This is an optimization exercise on Yosys and OpenROAD, whose aim is small area and a short achievable clock period, not a production implementation.
Function was checked by simulation only, so behaviour that the tests miss may differ from the original.

== red ==
Design system, start of the top module:
module system(input clk,
              input reset,
              input key_ready,
              input make,
              input ext,
              input [7:0] key_input,
              output [4:0] befor,
              output [4:0] after,
              output [4:0] shift0,
              output [4:0] shift1,
              output [4:0] shift2,
              output [2:0] type0,
              output [2:0] type1,
              output [2:0] type2,
              input increase_shift_or_type,
              input increase0,
              input increase1,
              input increase2,
              input [4:0] history_raddr,
              output [7:0] history_dout);
    wire key_ok;
    wire [4:0] letter;
    wire save_history;
    wire [4:0] history_din;
    wire [4:0] history_waddr;
    wire history_we;
    keyboard_filter keyboard_filter(
        .key_ready(key_ready),
        .make(make),
        .ext(ext),
        .key_input(key_input),
        .key_ok(key_ok),
        .letter(letter)
    );
    machine_controller machine_controller(
        .clk(clk),
        .reset(reset),
        .key_ok(key_ok),
        .letter(letter),
        .befor(befor),
        .after(after),
        .save_history(save_history),
        .shift0(shift0),
        .shift1(shift1),
        .shift2(shift2),
        .type0(type0),
        .type1(type1),
        .type2(type2),
        .increase_shift_or_type(increase_shift_or_type),
        .increase0(increase0),
        .increase1(increase1),
        .increase2(increase2)
    );
    history_keeper history_keeper(
        .clk(clk),
        .reset(reset),
        .save_history(save_history),
        .befor(befor),
        .after(after),
        .dout(history_din),
        .waddr(history_waddr),
        .we(history_we)
    );
    history_ram history_ram(
        .clk(clk),
        .raddr(history_raddr),
        .dout(history_dout),
        .waddr(history_waddr),
        .we(history_we),
        .din(history_din)
    );
endmodule
For scale: roughly 210 flip-flops, roughly 64 I/O pins.
Settings: LEC_CHECK=0, CAP_MARGIN=20, CORE_MARGIN=2, CORE_UTILIZATION=40, SLEW_MARGIN=20; clock period 48.0 ns.
standard.sh (not shown) runs the stock make flow with config.mk's settings and CLKGATE_MAP_FILE= SYNTH_SCRIPT=/design/flow/synth_recipe.tcl, a recipe that flattens the netlist after the stock synthesis.
==> flow/flow/run.sh <==
#!/bin/bash
# Layout flow: the standard ORFS flow (standard.sh) with
#  - a stronger, area-oriented ABC script in synthesis (flow/abc_area.script,
#    without ABC's own buffering and sizing, left to the placer's repair;
#    used through a copy of the ORFS scripts folder; nothing else changes),
#  - plain buffers (buf_1) as the port buffers,
#  - CTS with clkbuf_16 in clusters of up to 30 flip-flops within 120 um and no dummy loads,
#  - repair_timing asked for a larger setup margin, so that it also speeds up
#    the combinational history read path (history_raddr -> history_dout).
# Each tool's output goes to the ORFS logs under orfs/logs; make's to flow_run.log.
set -euo pipefail
W=$PWD
rm -rf "$W/scripts_own"
cp -r "$FLOW_HOME/scripts" "$W/scripts_own"
cp "$W/flow/abc_area.script" "$W/scripts_own/abc_area.script"
export BUFFER_PORTS_ARGS="-buffer_cell sky130_fd_sc_hd__buf_1"
export CTS_ARGS="-sink_clustering_enable -repair_clock_nets -buf_list sky130_fd_sc_hd__clkbuf_16 -dont_use_dummy_load -sink_clustering_size 30 -sink_clustering_max_diameter 120"
export SETUP_SLACK_MARGIN=26.1
bash standard.sh SCRIPTS_DIR="$W/scripts_own" ABC_AREA=1 finish > "$W/flow_run.log" 2>&1
==> flow/flow/abc_area.script <==
strash
&get -n
&deepsyn -T 120
&put
dch
amap -F 3
topo
--- input diff red..blue ---
diff --git a/flow/flow/run.sh b/flow/flow/run.sh
--- a/flow/flow/run.sh
+++ b/flow/flow/run.sh
@@ -4 +4,3 @@
-#    without ABC's own buffering and sizing, left to the placer's repair;
+#    without ABC's own buffering and sizing, left to the placer's repair,
+#    and with no adder-cell mapping (ADDER_MAP_FILE empty), so that all the
+#    arithmetic goes through ABC with the rest of the logic;
@@ -7 +9 @@
-#  - CTS with clkbuf_16 in clusters of up to 30 flip-flops within 120 um and no dummy loads,
+#  - CTS with clkbuf_16 in clusters of up to 30 flip-flops and no dummy loads,
@@ -17,3 +19,3 @@
-export CTS_ARGS="-sink_clustering_enable -repair_clock_nets -buf_list sky130_fd_sc_hd__clkbuf_16 -dont_use_dummy_load -sink_clustering_size 30 -sink_clustering_max_diameter 120"
-export SETUP_SLACK_MARGIN=26.1
-bash standard.sh SCRIPTS_DIR="$W/scripts_own" ABC_AREA=1 finish > "$W/flow_run.log" 2>&1
+export CTS_ARGS="-sink_clustering_enable -repair_clock_nets -buf_list sky130_fd_sc_hd__clkbuf_16 -dont_use_dummy_load -sink_clustering_size 30 -sink_clustering_max_diameter 80"
+export SETUP_SLACK_MARGIN=25.8
+bash standard.sh SCRIPTS_DIR="$W/scripts_own" ABC_AREA=1 ADDER_MAP_FILE= finish > "$W/flow_run.log" 2>&1
### Flow results
Relative to red, count of clock-buffer cells in the layout increased by 1 in blue.
From red to blue the numbers moved as follows: number of nets in the synthesized netlist went down 164, highest net fanout along the worst path went down 1, non-clock inverter instance count of the final layout went down about 23%.

========
## violet
Another version of the RTL of system (not shown whole).
For scale: ~1300 cells after synthesis, ~210 flip-flops, ~64 I/O pins, roughly 12000 sq um of cells after synthesis.
Settings: LEC_CHECK=0, CAP_MARGIN=20, CORE_MARGIN=2, CORE_UTILIZATION=40, SLEW_MARGIN=20; clock period 48.0 ns.
==> flow/flow/run.sh <==
#!/bin/bash
# Layout flow: the standard ORFS flow (standard.sh) with
#  - a stronger, area-oriented ABC script in synthesis (flow/abc_area.script,
#    without ABC's own buffering and sizing, left to the placer's repair;
#    used through a copy of the ORFS scripts folder; nothing else changes),
#  - plain buffers (buf_1) as the port buffers,
#  - CTS with clkbuf_16 in clusters of up to 30 flip-flops and no dummy loads,
#  - repair_timing asked for a larger setup margin, so that it also speeds up
#    the combinational history read path (history_raddr -> history_dout).
# Each tool's output goes to the ORFS logs under orfs/logs; make's to flow_run.log.
set -euo pipefail
W=$PWD
rm -rf "$W/scripts_own"
cp -r "$FLOW_HOME/scripts" "$W/scripts_own"
cp "$W/flow/abc_area.script" "$W/scripts_own/abc_area.script"
export BUFFER_PORTS_ARGS="-buffer_cell sky130_fd_sc_hd__buf_1"
export CTS_ARGS="-sink_clustering_enable -repair_clock_nets -buf_list sky130_fd_sc_hd__clkbuf_16 -dont_use_dummy_load -sink_clustering_size 30 -sink_clustering_max_diameter 120"
export SETUP_SLACK_MARGIN=26.1
bash standard.sh SCRIPTS_DIR="$W/scripts_own" ABC_AREA=1 finish > "$W/flow_run.log" 2>&1
Scripts as last shown in full above: flow/flow/abc_area.script
violet: all stages complete, timing, DRC and antenna checks passed
Input-level comparison between zinc and violet:
diff --git a/flow/flow/run.sh b/flow/flow/run.sh
--- a/flow/flow/run.sh
+++ b/flow/flow/run.sh
@@ -4 +4,3 @@
-#    without ABC's own buffering and sizing, left to the placer's repair;
+#    without ABC's own buffering and sizing, left to the placer's repair,
+#    and with no adder-cell mapping (ADDER_MAP_FILE empty), so that all the
+#    arithmetic goes through ABC with the rest of the logic;
@@ -17,3 +19,3 @@
-export CTS_ARGS="-sink_clustering_enable -repair_clock_nets -buf_list sky130_fd_sc_hd__clkbuf_16 -dont_use_dummy_load -sink_clustering_size 30 -sink_clustering_max_diameter 120"
-export SETUP_SLACK_MARGIN=26.1
-bash standard.sh SCRIPTS_DIR="$W/scripts_own" ABC_AREA=1 finish > "$W/flow_run.log" 2>&1
+export CTS_ARGS="-sink_clustering_enable -repair_clock_nets -buf_list sky130_fd_sc_hd__clkbuf_16 -dont_use_dummy_load -sink_clustering_size 30 -sink_clustering_max_diameter 80"
+export SETUP_SLACK_MARGIN=25.8
+bash standard.sh SCRIPTS_DIR="$W/scripts_own" ABC_AREA=1 ADDER_MAP_FILE= finish > "$W/flow_run.log" 2>&1
--- outcome ---
zinc: no failed stages, no open violations at the end
The run showing the greater timing-limited maximum frequency is violet.
zinc against violet: share of the clock period used by the worst path saw an increase, slack of the critical path saw a decrease.
zinc: wire length on met2 lower than violet
violet has a lower share of the synthesized area in compound gates (AO/OA/AOI/OAI) than zinc.
violet and zinc ended up with roughly the same routability congestion estimate from global placement.
Compared with violet, floorplan core area in zinc decreased by a little under 10%.
diff inputs: zinc => onyx
diff --git a/flow/flow/run.sh b/flow/flow/run.sh
--- a/flow/flow/run.sh
+++ b/flow/flow/run.sh
@@ -9 +9 @@
-#  - CTS with clkbuf_16 in clusters of up to 30 flip-flops and no dummy loads,
+#  - CTS with clkbuf_16 in clusters of up to 30 flip-flops within 120 um and no dummy loads,
@@ -19,2 +19,2 @@
-export CTS_ARGS="-sink_clustering_enable -repair_clock_nets -buf_list sky130_fd_sc_hd__clkbuf_16 -dont_use_dummy_load -sink_clustering_size 30 -sink_clustering_max_diameter 80"
-export SETUP_SLACK_MARGIN=25.8
+export CTS_ARGS="-sink_clustering_enable -repair_clock_nets -buf_list sky130_fd_sc_hd__clkbuf_16 -dont_use_dummy_load -sink_clustering_size 30 -sink_clustering_max_diameter 120"
+export SETUP_SLACK_MARGIN=0
Having completed the whole flow, onyx delivered a layout that passed the timing, DRC and antenna checks. Summary: with zinc as the reference, number of global-route vias before repair in onyx moved down slightly. onyx -> zinc: number of flip-flops and latches delta 0, exact match. Diff zinc -> onyx: global routing usage on met2 ~0 delta; global-route usage over all layers ~0 delta; length of routed met2 wiring -270 um. Compared to zinc, onyx shows a narrower setup margin. Between zinc and onyx, register fraction of the total cell area is lower for zinc, onyx comes in above that. onyx vs zinc, worst setup path startpoint: history_raddr[0] vs history_raddr[1].
Relative to onyx, the following input files were edited for lagoon:
diff --git a/flow/flow/run.sh b/flow/flow/run.sh
--- a/flow/flow/run.sh
+++ b/flow/flow/run.sh
@@ -20 +20 @@
-export SETUP_SLACK_MARGIN=0
+export SETUP_SLACK_MARGIN=26.1
==> comparison <==
Sort onyx and lagoon by sequential share of layout area, ascending, and lagoon comes first. [compare] base=onyx new=lagoon: multi-input logic cell count flat, timing-limited maximum frequency up 1.4%. onyx and lagoon ended up with roughly the same final antenna-violating net count. lagoon vs onyx, cell with the largest stage delay on the worst path: sky130_fd_sc_hd__or4_4 vs sky130_fd_sc_hd__or4_1. In the reports for onyx and lagoon, the larger critical path depth belongs to onyx. Compared with onyx, lagoon shows number of cells in the finished layout apart from fillers that has gone up slightly. Final critical-path share of the clock period (lagoon over onyx): decrease, 0.64 points. onyx has lower least setup slack across all paths after layout than lagoon.
Relative to lagoon, the following input files were edited for yarrow:
diff --git a/flow/flow/run.sh b/flow/flow/run.sh
--- a/flow/flow/run.sh
+++ b/flow/flow/run.sh
@@ -4,3 +4 @@
-#    without ABC's own buffering and sizing, left to the placer's repair,
-#    and with no adder-cell mapping (ADDER_MAP_FILE empty), so that all the
-#    arithmetic goes through ABC with the rest of the logic;
+#    without ABC's own buffering and sizing, left to the placer's repair;
@@ -9 +7 @@
-#  - CTS with clkbuf_16 in clusters of up to 30 flip-flops within 120 um and no dummy loads,
+#  - CTS with clkbuf_16 in clusters of up to 30 flip-flops and no dummy loads,
@@ -19 +17 @@
-export CTS_ARGS="-sink_clustering_enable -repair_clock_nets -buf_list sky130_fd_sc_hd__clkbuf_16 -dont_use_dummy_load -sink_clustering_size 30 -sink_clustering_max_diameter 120"
+export CTS_ARGS="-sink_clustering_enable -repair_clock_nets -buf_list sky130_fd_sc_hd__clkbuf_16 -dont_use_dummy_load -sink_clustering_size 30 -sink_clustering_max_diameter 80"
@@ -21 +19 @@
-bash standard.sh SCRIPTS_DIR="$W/scripts_own" ABC_AREA=1 ADDER_MAP_FILE= finish > "$W/flow_run.log" 2>&1
+bash standard.sh SCRIPTS_DIR="$W/scripts_own" ABC_AREA=1 finish > "$W/flow_run.log" 2>&1
==> comparison <==
Compared with lagoon, yarrow shows non-clock buffer count that has gone down by more than 10%. yarrow against lagoon: maximum cell stage delay along the critical path higher. Taking lagoon as the reference, in yarrow post-layout instance area rose by about 7%.

[static timing again, ports no longer ideal]
The flow's constraints put no driver on any port. The routed layouts listed below were extracted and timed again, unchanged, in two steps. Step 1, drivers: a clkbuf_16 drives clk and a buf_2 each remaining input, both assumed. Step 2 also shifts input and output timing later by t, the mid clock arrival at the registers, as if the neighbouring blocks saw the same clock. Slacks: ideal ports / drivers / drivers and shift; pairs: ideal ports / drivers.
run	t (ns)	setup WS [ns]	cell pins on the clock port's net
red	0.510	26.247 / 26.222 / 26.222	1
blue	0.512	25.905 / 25.878 / 25.878	1
violet	0.494	26.188 / 26.156 / 26.104	1
zinc	0.498	26.040 / 26.014 / 26.014	1
onyx	0.510	25.928 / 25.906 / 25.457	1
lagoon	0.512	26.236 / 26.210 / 26.210	1
yarrow	0.504	26.194 / 26.162 / 26.107	1
After both steps every run listed still meets setup and hold. The setup slack of onyx, which loses most, moves by -0.022 ns with the drivers and by -0.471 ns with both steps.
